This design comes from an exercise in tuning for small area, a short achievable clock period and few clock cycles on the open sky130 flow, not from production work.
The RTL was checked by simulation tests, not by an equivalence proof against the original design.
Power figures rest on the tool's default switching activity, not on a simulated workload.

== rev 12 ==
==> flow/design.v <==
`timescale 1ns / 1ps
module ddr_rw
(
   input               c3_clk0,
   input               c3_rst0,                
   input               pic_store_done,         
   output reg          lbp_finish,             
   output reg          c3_p0_cmd_en,
   output reg [2:0]    c3_p0_cmd_instr,
   output reg [5:0]    c3_p0_cmd_bl,
   output reg [29:0]   c3_p0_cmd_byte_addr,
   input               c3_p0_cmd_full,
   output reg          c3_p0_wr_en,
   output reg [15:0]   c3_p0_wr_mask,
   output reg [127:0]  c3_p0_wr_data,
   input               c3_p0_wr_full,
   output reg          c3_p0_rd_en,
   input  [127:0]      c3_p0_rd_data,
   input               c3_p0_rd_empty
);
function [12:0] hp;
   input [15:0] p;
   hp = {p[15:12], p[10:6], p[4:1]};
endfunction
function [15:0] add2;
   input [12:0] x;
   input [12:0] y;
   add2 = {{1'b0, x[12:9]} + {1'b0, y[12:9]},
           {1'b0, x[8:4]}  + {1'b0, y[8:4]},
           {1'b0, x[3:0]}  + {1'b0, y[3:0]}};
endfunction
function [12:0] qs;
   input [12:0] x;
   input [12:0] y;
   qs = {{1'b0, x[12:10]} + {1'b0, y[12:10]},
         {1'b0, x[8:5]}   + {1'b0, y[8:5]},
         {1'b0, x[3:1]}   + {1'b0, y[3:1]}};
endfunction
function [15:0] add3;
   input [12:0] a;
   input [12:0] b;
   input [12:0] s;
   add3 = {{2'b0, a[12:10]} + {2'b0, b[12:10]} + {1'b0, s[12:9]},
           {2'b0, a[8:5]}   + {2'b0, b[8:5]}   + {1'b0, s[8:4]},
           {2'b0, a[3:1]}   + {2'b0, b[3:1]}   + {1'b0, s[3:0]}};
endfunction
localparam PH_O0 = 3'd0,    
           PH_LD = 3'd1,    
           PH_O1 = 3'd2,    
           PH_X1 = 3'd3,    
           PH_EW = 3'd4,    
           PH_E0 = 3'd5,    
           PH_E1 = 3'd6;    
reg        run;
reg [2:0]  ph;
reg [3:0]  dj;
reg [6:0]  dr;
reg        ddone;
reg [1:0]  pc;
reg [4:0]  rj;         
reg [6:0]  rr;
reg        rdone;
reg [6:0]  ocnt;       
reg [3:0]  wj;
reg [8:0]  wrow;       
reg        clast;      
reg [63:0] pa;         
reg [63:0] tw;         
reg [51:0] pb;         
reg [12:0] p8;         
wire [15:0] hd [0:7];
genvar g;
generate for (g = 0; g < 8; g = g + 1) begin : hdsplit
   assign hd[g] = c3_p0_rd_data[127-16*g -: 16];
end endgenerate
reg         hsel;      
reg         esel;      
reg  [51:0] yq;
reg  [51:0] ys;        
wire [12:0] xh [0:4];
wire [15:0] xf [0:3];
generate for (g = 0; g < 4; g = g + 1) begin : win
   assign xf[g] = hsel ? tw[63-16*g -: 16] : pa[63-16*g -: 16];
   assign xh[g] = hsel ? pb[51-13*g -: 13] : hp(pa[63-16*g -: 16]);
end endgenerate
assign xh[4] = hsel ? p8 : hp(tw[63:48]);
wire [127:0] word;
generate for (g = 0; g < 4; g = g + 1) begin : slot
   wire [15:0] a = add2(xh[g], yq[51-13*g -: 13]);
   wire [15:0] c = add3(xh[g], xh[g+1], ys[51-13*g -: 13]);
   assign word[127-32*g -: 32] = esel ? {xf[g], a} : {a, c};
end endgenerate
reg [64:0] yn;
always @* begin
   case (ph)
      PH_O1:        yn = {hp(tw[63:48]), hp(tw[47:32]), hp(tw[31:16]), hp(tw[15:0]), hp(hd[0])};
      PH_X1, PH_EW: yn = {hp(pa[47:32]), hp(pa[31:16]), hp(pa[15:0]), hp(tw[63:48]), 13'd0};
      PH_E0:        yn = {pb[38:0], p8, 13'd0};
      default:      yn = {hp(hd[0]), hp(hd[1]), hp(hd[2]), hp(hd[3]), hp(hd[4])};
   endcase
end
wire hv  = !c3_p0_rd_empty && !c3_p0_rd_en;         
wire cr  = !pc[1] && !c3_p0_wr_full;                
wire act = run && !ddone;
reg [2:0] ph_n;
always @* begin
   ph_n = ph;
   if (act)
      case (ph)
         PH_O0: if (hv && (dr == 7'd0 || cr)) ph_n = PH_LD;
         PH_LD: ph_n = PH_O1;
         PH_O1: if (hv) ph_n = PH_X1;
         PH_X1: ph_n = (dr == 7'd127) ? PH_O0 : (cr ? PH_E0 : PH_EW);
         PH_EW: if (cr) ph_n = PH_E0;
         PH_E0: ph_n = PH_E1;
         default: ph_n = (hv && cr) ? PH_LD : PH_O0;
      endcase
end
wire grp_done = act && ((ph == PH_X1 && dr != 7'd0) || ph == PH_E1);
wire can    = run && !lbp_finish && !c3_p0_cmd_en;
wire want_w = (pc != 2'd0);
wire want_r = !rdone && (ocnt <= 7'd62);
wire sel_r  = can && want_r && (!want_w || ocnt < 7'd32);
wire sel_w  = can && want_w && !sel_r;
wire pushed_r = c3_p0_cmd_en && c3_p0_cmd_instr[0];
wire pushed_w = c3_p0_cmd_en && !c3_p0_cmd_instr[0];
always @(posedge c3_clk0) begin
   if (c3_rst0) begin
      run <= 1'b0;
      lbp_finish <= 1'b0;
      ph <= PH_O0;
      hsel <= 1'b0;
      esel <= 1'b0;
      dj <= 4'd0;
      dr <= 7'd0;
      ddone <= 1'b0;
      pc <= 2'd0;
      rj <= 5'd1;
      rr <= 7'd0;
      rdone <= 1'b0;
      ocnt <= 7'd0;
      wj <= 4'd0;
      wrow <= 9'd130;
      c3_p0_cmd_en <= 1'b0;
      c3_p0_wr_en <= 1'b0;
      c3_p0_rd_en <= 1'b0;
   end else begin
      run <= pic_store_done;
      if (pushed_w && clast)
         lbp_finish <= 1'b1;
      c3_p0_cmd_en <= (sel_r || sel_w) && !c3_p0_cmd_full;
      if (pushed_r) begin
         rr <= rr + 7'd1;
         if (rr == 7'd127) begin
            rj <= rj + 5'd1;
            if (rj == 5'd16)
               rdone <= 1'b1;
         end
      end
      if (pushed_w) begin
         if (wrow == 9'd383) begin
            wrow <= 9'd130;
            wj <= wj + 4'd1;
         end else
            wrow <= wrow + 9'd1;
      end
      ocnt <= ocnt - {6'd0, c3_p0_rd_en} + (pushed_r ? {5'd0, c3_p0_cmd_bl[0] ? 2'd2 : 2'd1} : 7'd0);
      pc <= pc + {1'b0, grp_done} - {1'b0, pushed_w};
      hsel <= (ph_n == PH_X1) || (ph_n == PH_E1);
      esel <= (ph_n == PH_E0) || (ph_n == PH_E1);
      c3_p0_wr_en <= 1'b0;
      c3_p0_rd_en <= 1'b0;
      if (act) begin
         ph <= ph_n;
         case (ph)
            PH_O0: c3_p0_rd_en <= (ph_n == PH_LD) && (dj != 4'd15);
            PH_LD: c3_p0_wr_en <= (dr != 7'd0);
            PH_O1: c3_p0_rd_en <= (ph_n == PH_X1);
            PH_X1: begin
               c3_p0_wr_en <= (dr != 7'd0);
               if (dr == 7'd127) begin
                  dr <= 7'd0;
                  dj <= dj + 4'd1;
                  if (dj == 4'd15)
                     ddone <= 1'b1;
               end
            end
            PH_EW: ;
            PH_E0: c3_p0_wr_en <= 1'b1;
            default: begin
               c3_p0_wr_en <= 1'b1;
               c3_p0_rd_en <= (ph_n == PH_LD) && (dj != 4'd15);
               dr <= dr + 7'd1;
            end
         endcase
      end
   end
end
always @(posedge c3_clk0) begin
   c3_p0_cmd_instr <= sel_r ? 3'b001 : 3'b010;
   c3_p0_cmd_bl <= {5'd0, !(sel_r && rj[4])};
   if (sel_r)
      c3_p0_cmd_byte_addr <= {10'd0, 2'd0, rr, 2'd0, rj, 4'd0};
   else
      c3_p0_cmd_byte_addr <= {10'd0, wrow, 1'b0, wj[3], !wj[3], wj[2:0], 1'b1, 4'd0};
   clast <= (wj == 4'd15) && (wrow == 9'd383);
   c3_p0_wr_mask <= 16'd0;
   c3_p0_wr_data <= word;
   yq <= yn[64:13];
   ys <= {qs(yn[64:52], yn[51:39]), qs(yn[51:39], yn[38:26]), qs(yn[38:26], yn[25:13]), qs(yn[25:13], yn[12:0])};
   if (ph == PH_LD) begin
      pa <= c3_p0_rd_data[127:64];
      tw <= c3_p0_rd_data[63:0];
   end
   if (ph == PH_X1) begin
      p8 <= hp(hd[0]);
      pb <= {hp(tw[63:48]), hp(tw[47:32]), hp(tw[31:16]), hp(tw[15:0])};
   end
end
endmodule
export LEC_CHECK = 0
export CAP_MARGIN = 20
export CORE_MARGIN = 2
export CORE_UTILIZATION = 60
export CTS_BUF_LIST = sky130_fd_sc_hd__clkbuf_4 sky130_fd_sc_hd__clkbuf_8
export PLACE_DENSITY = 0.7
export SETUP_SLACK_MARGIN = 5
export SLEW_MARGIN = 20
create_clock -name core_clock -period 8.0 [get_ports {c3_clk0}]
standard.sh (not shown) runs the stock make flow with config.mk's settings and CLKGATE_MAP_FILE= SYNTH_SCRIPT=/design/flow/synth_recipe.tcl, a recipe that flattens the netlist after the stock synthesis.
==> flow/flow/run.sh <==
#!/bin/bash
# Layout flow: the standard ORFS layout (standard.sh, unchanged synthesis),
# with the input and output port buffers inserted before global placement made
# of sky130_fd_sc_hd__buf_1 cells instead of the resizer's default choice.
# Every port still gets its own buffer; later repair may resize them.
set -euo pipefail
export BUFFER_PORTS_ARGS="-buffer_cell sky130_fd_sc_hd__buf_1"
bash standard.sh finish > standard_flow.log 2>&1
Testbench counts of rev 12, summed over its fixed seeds: cycles 79,446.
Here is what was changed in the inputs of rev 13 compared with rev 12.
--- a/flow/design.v
+++ b/flow/design.v
@@ -58,5 +58,5 @@
 reg        ddone;
 reg [1:0]  pc;
-reg [4:0]  rj;         
+reg [3:0]  rj;
 reg [6:0]  rr;
 reg        rdone;
@@ -91,13 +91,15 @@
    assign word[127-32*g -: 32] = esel ? {xf[g], a} : {a, c};
 end endgenerate
-reg [64:0] yn;
+reg [51:0] yn;
 always @* begin
    case (ph)
-      PH_O1:        yn = {hp(tw[63:48]), hp(tw[47:32]), hp(tw[31:16]), hp(tw[15:0]), hp(hd[0])};
-      PH_X1, PH_EW: yn = {hp(pa[47:32]), hp(pa[31:16]), hp(pa[15:0]), hp(tw[63:48]), 13'd0};
-      PH_E0:        yn = {pb[38:0], p8, 13'd0};
-      default:      yn = {hp(hd[0]), hp(hd[1]), hp(hd[2]), hp(hd[3]), hp(hd[4])};
+      PH_O1:        yn = {hp(tw[63:48]), hp(tw[47:32]), hp(tw[31:16]), hp(tw[15:0])};
+      PH_X1, PH_EW: yn = {hp(pa[47:32]), hp(pa[31:16]), hp(pa[15:0]), hp(tw[63:48])};
+      PH_E0:        yn = {pb[38:0], p8};
+      default:      yn = {hp(hd[0]), hp(hd[1]), hp(hd[2]), hp(hd[3])};
    endcase
 end
+wire [64:0] ys_w = (ph == PH_O1) ? {hp(tw[63:48]), hp(tw[47:32]), hp(tw[31:16]), hp(tw[15:0]), hp(hd[0])}
+                                 : {hp(hd[0]), hp(hd[1]), hp(hd[2]), hp(hd[3]), hp(hd[4])};
 wire hv  = !c3_p0_rd_empty && !c3_p0_rd_en;         
 wire cr  = !pc[1] && !c3_p0_wr_full;                
@@ -136,5 +138,5 @@
       ddone <= 1'b0;
       pc <= 2'd0;
-      rj <= 5'd1;
+      rj <= 4'd0;
       rr <= 7'd0;
       rdone <= 1'b0;
@@ -153,6 +155,6 @@
          rr <= rr + 7'd1;
          if (rr == 7'd127) begin
-            rj <= rj + 5'd1;
-            if (rj == 5'd16)
+            rj <= rj + 4'd1;
+            if (rj == 4'd15)
                rdone <= 1'b1;
          end
@@ -199,7 +201,7 @@
 always @(posedge c3_clk0) begin
    c3_p0_cmd_instr <= sel_r ? 3'b001 : 3'b010;
-   c3_p0_cmd_bl <= {5'd0, !(sel_r && rj[4])};
+   c3_p0_cmd_bl <= {5'd0, !(sel_r && rj == 4'd15)};
    if (sel_r)
-      c3_p0_cmd_byte_addr <= {10'd0, 2'd0, rr, 2'd0, rj, 4'd0};
+      c3_p0_cmd_byte_addr <= {10'd0, 2'd0, rr, 2'd0, ({1'b0, rj} + 5'd1), 4'd0};
    else
       c3_p0_cmd_byte_addr <= {10'd0, wrow, 1'b0, wj[3], !wj[3], wj[2:0], 1'b1, 4'd0};
@@ -207,6 +209,6 @@
    c3_p0_wr_mask <= 16'd0;
    c3_p0_wr_data <= word;
-   yq <= yn[64:13];
-   ys <= {qs(yn[64:52], yn[51:39]), qs(yn[51:39], yn[38:26]), qs(yn[38:26], yn[25:13]), qs(yn[25:13], yn[12:0])};
+   yq <= yn;
+   ys <= {qs(ys_w[64:52], ys_w[51:39]), qs(ys_w[51:39], ys_w[38:26]), qs(ys_w[38:26], ys_w[25:13]), qs(ys_w[25:13], ys_w[12:0])};
    if (ph == PH_LD) begin
       pa <= c3_p0_rd_data[127:64];
==> comparison <==
Compared with rev 12, rev 13 shows via count higher by about 6%.
Going from rev 12 to rev 13, leakage power of the design grows by 0.034 nW.
Against rev 12, rev 13 reports a sequential-to-total area share from yosys stat that is lower.
For sequential cell count, rev 12 and rev 13 come out practically identical.
Worst-case register-to-register setup slack essentially unchanged between rev 13 and rev 12.
Row final critical-path setup slack: rev 13 higher / rev 12 lower
Rev 12 vs rev 13, endpoint of the worst setup timing path: c3_p0_cmd_en vs c3_p0_cmd_instr[0]
Comparing combinational group power for rev 12 and rev 13, the smaller number came from rev 13.
On rev 13: arithmetic-cell share of the synthesized area counting full adders, half adders and majority gates is 0.81 points lower than what rev 12 gave.
[compare] base=rev 12 new=rev 13: area of all placed cells without fillers now sits higher; number of instances in the synthesized netlist increased by 261 relative to the old numbers; total wire length shows an increase of about 5%.
Testbench counts of rev 13, summed over its fixed seeds: cycles 79,446.

RTL: the design.v shown in full above, as it stands there.
==> flow/config.mk <==
export PLATFORM = sky130hd
export DESIGN_NAME = ddr_rw
export DESIGN_NICKNAME = ddr_rw
export VERILOG_FILES = /design/flow/design.v
export SDC_FILE = /design/flow/constraint.sdc
export NUM_CORES = 4
export LEC_CHECK = 0
export ABC_AREA = 1
export CAP_MARGIN = 20
export CORE_MARGIN = 2
export CORE_UTILIZATION = 60
export PLACE_DENSITY = 0.7
export SETUP_SLACK_MARGIN = 5
export SLEW_MARGIN = 20
==> flow/constraint.sdc <==
create_clock -name core_clock -period 8.0 [get_ports {c3_clk0}]
set_input_delay 1.6000 -clock core_clock [delete_from_list [all_inputs] [get_ports {c3_clk0}]]
set_output_delay 1.6000 -clock core_clock [all_outputs]
set_load 0.01 [all_outputs]
==> flow/flow/run.sh <==
#!/bin/bash
# Layout flow: the standard ORFS layout (standard.sh, unchanged synthesis),
# with two changes to how the layout is made:
#  - the input and output port buffers inserted before global placement are
#    sky130_fd_sc_hd__buf_1 cells instead of the resizer's default choice
#    (every port still gets its own buffer; later repair may resize them);
#  - clock tree synthesis clusters up to 16 sinks per leaf buffer and
#    inserts no dummy loads.
set -euo pipefail
export BUFFER_PORTS_ARGS="-buffer_cell sky130_fd_sc_hd__buf_1"
export CTS_ARGS="-sink_clustering_enable -repair_clock_nets -sink_clustering_size 16 -sink_clustering_max_diameter 50 -buf_list {sky130_fd_sc_hd__clkbuf_8} -dont_use_dummy_load"
bash standard.sh SETUP_SLACK_MARGIN=5.25 finish > standard_flow.log 2>&1
Testbench counts at the start, summed over its fixed seeds: cycles 79,446.
Edit:
--- a/flow/design.v
+++ b/flow/design.v
@@ -26,26 +26,20 @@
    input [12:0] x;
    input [12:0] y;
    add2 = {{1'b0, x[12:9]} + {1'b0, y[12:9]},
            {1'b0, x[8:4]}  + {1'b0, y[8:4]},
            {1'b0, x[3:0]}  + {1'b0, y[3:0]}};
 endfunction
-function [12:0] qs;
-   input [12:0] x;
-   input [12:0] y;
-   qs = {{1'b0, x[12:10]} + {1'b0, y[12:10]},
-         {1'b0, x[8:5]}   + {1'b0, y[8:5]},
-         {1'b0, x[3:1]}   + {1'b0, y[3:1]}};
-endfunction
-function [15:0] add3;
+function [15:0] add4;
    input [12:0] a;
    input [12:0] b;
-   input [12:0] s;
-   add3 = {{2'b0, a[12:10]} + {2'b0, b[12:10]} + {1'b0, s[12:9]},
-           {2'b0, a[8:5]}   + {2'b0, b[8:5]}   + {1'b0, s[8:4]},
-           {2'b0, a[3:1]}   + {2'b0, b[3:1]}   + {1'b0, s[3:0]}};
+   input [12:0] c;
+   input [12:0] d;
+   add4 = {{2'b0, a[12:10]} + {2'b0, b[12:10]} + {2'b0, c[12:10]} + {2'b0, d[12:10]},
+           {2'b0, a[8:5]}   + {2'b0, b[8:5]}   + {2'b0, c[8:5]}   + {2'b0, d[8:5]},
+           {2'b0, a[3:1]}   + {2'b0, b[3:1]}   + {2'b0, c[3:1]}   + {2'b0, d[3:1]}};
 endfunction
 localparam PH_O0 = 3'd0,    
            PH_LD = 3'd1,    
            PH_O1 = 3'd2,    
            PH_X1 = 3'd3,    
            PH_EW = 3'd4,    
@@ -72,36 +66,34 @@
 genvar g;
 generate for (g = 0; g < 8; g = g + 1) begin : hdsplit
    assign hd[g] = c3_p0_rd_data[127-16*g -: 16];
 end endgenerate
 reg         hsel;      
 reg         esel;      
-reg  [51:0] yq;
-reg  [51:0] ys;        
+reg  [64:0] xw;
+reg  [64:0] yq;
 wire [12:0] xh [0:4];
+wire [12:0] yh [0:4];
 wire [15:0] xf [0:3];
-generate for (g = 0; g < 4; g = g + 1) begin : win
+generate for (g = 0; g < 5; g = g + 1) begin : win
+   assign xh[g] = xw[64-13*g -: 13];
+   assign yh[g] = yq[64-13*g -: 13];
+end endgenerate
+generate for (g = 0; g < 4; g = g + 1) begin : pass
    assign xf[g] = hsel ? tw[63-16*g -: 16] : pa[63-16*g -: 16];
-   assign xh[g] = hsel ? pb[51-13*g -: 13] : hp(pa[63-16*g -: 16]);
-end endgenerate
-assign xh[4] = hsel ? p8 : hp(tw[63:48]);
+end endgenerate
 wire [127:0] word;
 generate for (g = 0; g < 4; g = g + 1) begin : slot
-   wire [15:0] a = add2(xh[g], yq[51-13*g -: 13]);
-   wire [15:0] c = add3(xh[g], xh[g+1], ys[51-13*g -: 13]);
+   wire [15:0] a = add2(xh[g], esel ? xh[g+1] : yh[g]);
+   wire [15:0] c = add4(xh[g], xh[g+1], yh[g], yh[g+1]);
    assign word[127-32*g -: 32] = esel ? {xf[g], a} : {a, c};
 end endgenerate
-reg [64:0] yn;
-always @* begin
-   case (ph)
-      PH_O1:        yn = {hp(tw[63:48]), hp(tw[47:32]), hp(tw[31:16]), hp(tw[15:0]), hp(hd[0])};
-      PH_X1, PH_EW: yn = {hp(pa[47:32]), hp(pa[31:16]), hp(pa[15:0]), hp(tw[63:48]), 13'd0};
-      PH_E0:        yn = {pb[38:0], p8, 13'd0};
-      default:      yn = {hp(hd[0]), hp(hd[1]), hp(hd[2]), hp(hd[3]), hp(hd[4])};
-   endcase
-end
+wire [64:0] xn = (ph == PH_O1 || ph == PH_E0) ? {pb, p8}
+                : {hp(pa[63:48]), hp(pa[47:32]), hp(pa[31:16]), hp(pa[15:0]), hp(tw[63:48])};
+wire [64:0] yn = (ph == PH_O1) ? {hp(tw[63:48]), hp(tw[47:32]), hp(tw[31:16]), hp(tw[15:0]), hp(hd[0])}
+                : {hp(hd[0]), hp(hd[1]), hp(hd[2]), hp(hd[3]), hp(hd[4])};
 wire hv  = !c3_p0_rd_empty && !c3_p0_rd_en;         
 wire cr  = !pc[1] && !c3_p0_wr_full;                
 wire act = run && !ddone;
 reg [2:0] ph_n;
 always @* begin
    ph_n = ph;
@@ -203,14 +195,14 @@
       c3_p0_cmd_byte_addr <= {10'd0, 2'd0, rr, 2'd0, rj, 4'd0};
    else
       c3_p0_cmd_byte_addr <= {10'd0, wrow, 1'b0, wj[3], !wj[3], wj[2:0], 1'b1, 4'd0};
    clast <= (wj == 4'd15) && (wrow == 9'd383);
    c3_p0_wr_mask <= 16'd0;
    c3_p0_wr_data <= word;
-   yq <= yn[64:13];
-   ys <= {qs(yn[64:52], yn[51:39]), qs(yn[51:39], yn[38:26]), qs(yn[38:26], yn[25:13]), qs(yn[25:13], yn[12:0])};
+   xw <= xn;
+   yq <= yn;
    if (ph == PH_LD) begin
       pa <= c3_p0_rd_data[127:64];
       tw <= c3_p0_rd_data[63:0];
    end
    if (ph == PH_X1) begin
       p8 <= hp(hd[0]);
What happened: The changed run passed the timing, design-rule and antenna checks; core utilization went down by 2.1 points; total power went down by about 11%; cell count went down by 2.1%; routed wire length went down by about 8%; synthesized cell count went down by 1.6%; cell area went down by about 3%; count of clock-buffer cells in the layout stays the same; setup slack is better by 28 ps; hold slack is worse by 8.6 ps.
Testbench counts after the change, summed over its fixed seeds: cycles 79,446.

==> separate check: timing with driven ports <==
The results above use ideal ports. As a check the final layouts listed here were re-extracted and re-timed, cells and wires unchanged. Step 1 assumes that a clkbuf_16 drives the clock port and a buf_2 every other input. Step 2 also shifts input and output timing later by t, the mid clock arrival at the registers, as if the neighbouring blocks saw the same clock. a / b / c = no drivers / after step 1 / after step 2; a / b = the first two.
run | t, ns | setup WS [ns] | worst register clock-pin slew, ns | pins driven straight from the clock port
rev 12 | 0.672 | 5.107 / 5.054 / 4.841 | 0.07 / 0.07 | 1
rev 13 | 0.693 | 5.133 / 5.079 / 4.793 | 0.07 / 0.07 | 1
the first run of note 2 | 0.685 | 5.247 / 5.194 / 4.803 | 0.11 / 0.11 | 1
the second run of note 2 | 0.674 | 5.274 / 5.222 / 4.968 | 0.10 / 0.10 | 1
After both steps every run listed still meets setup and hold. The setup slack of the first run of note 2, which loses most, moves by -0.053 ns with the drivers and by -0.444 ns with both steps.
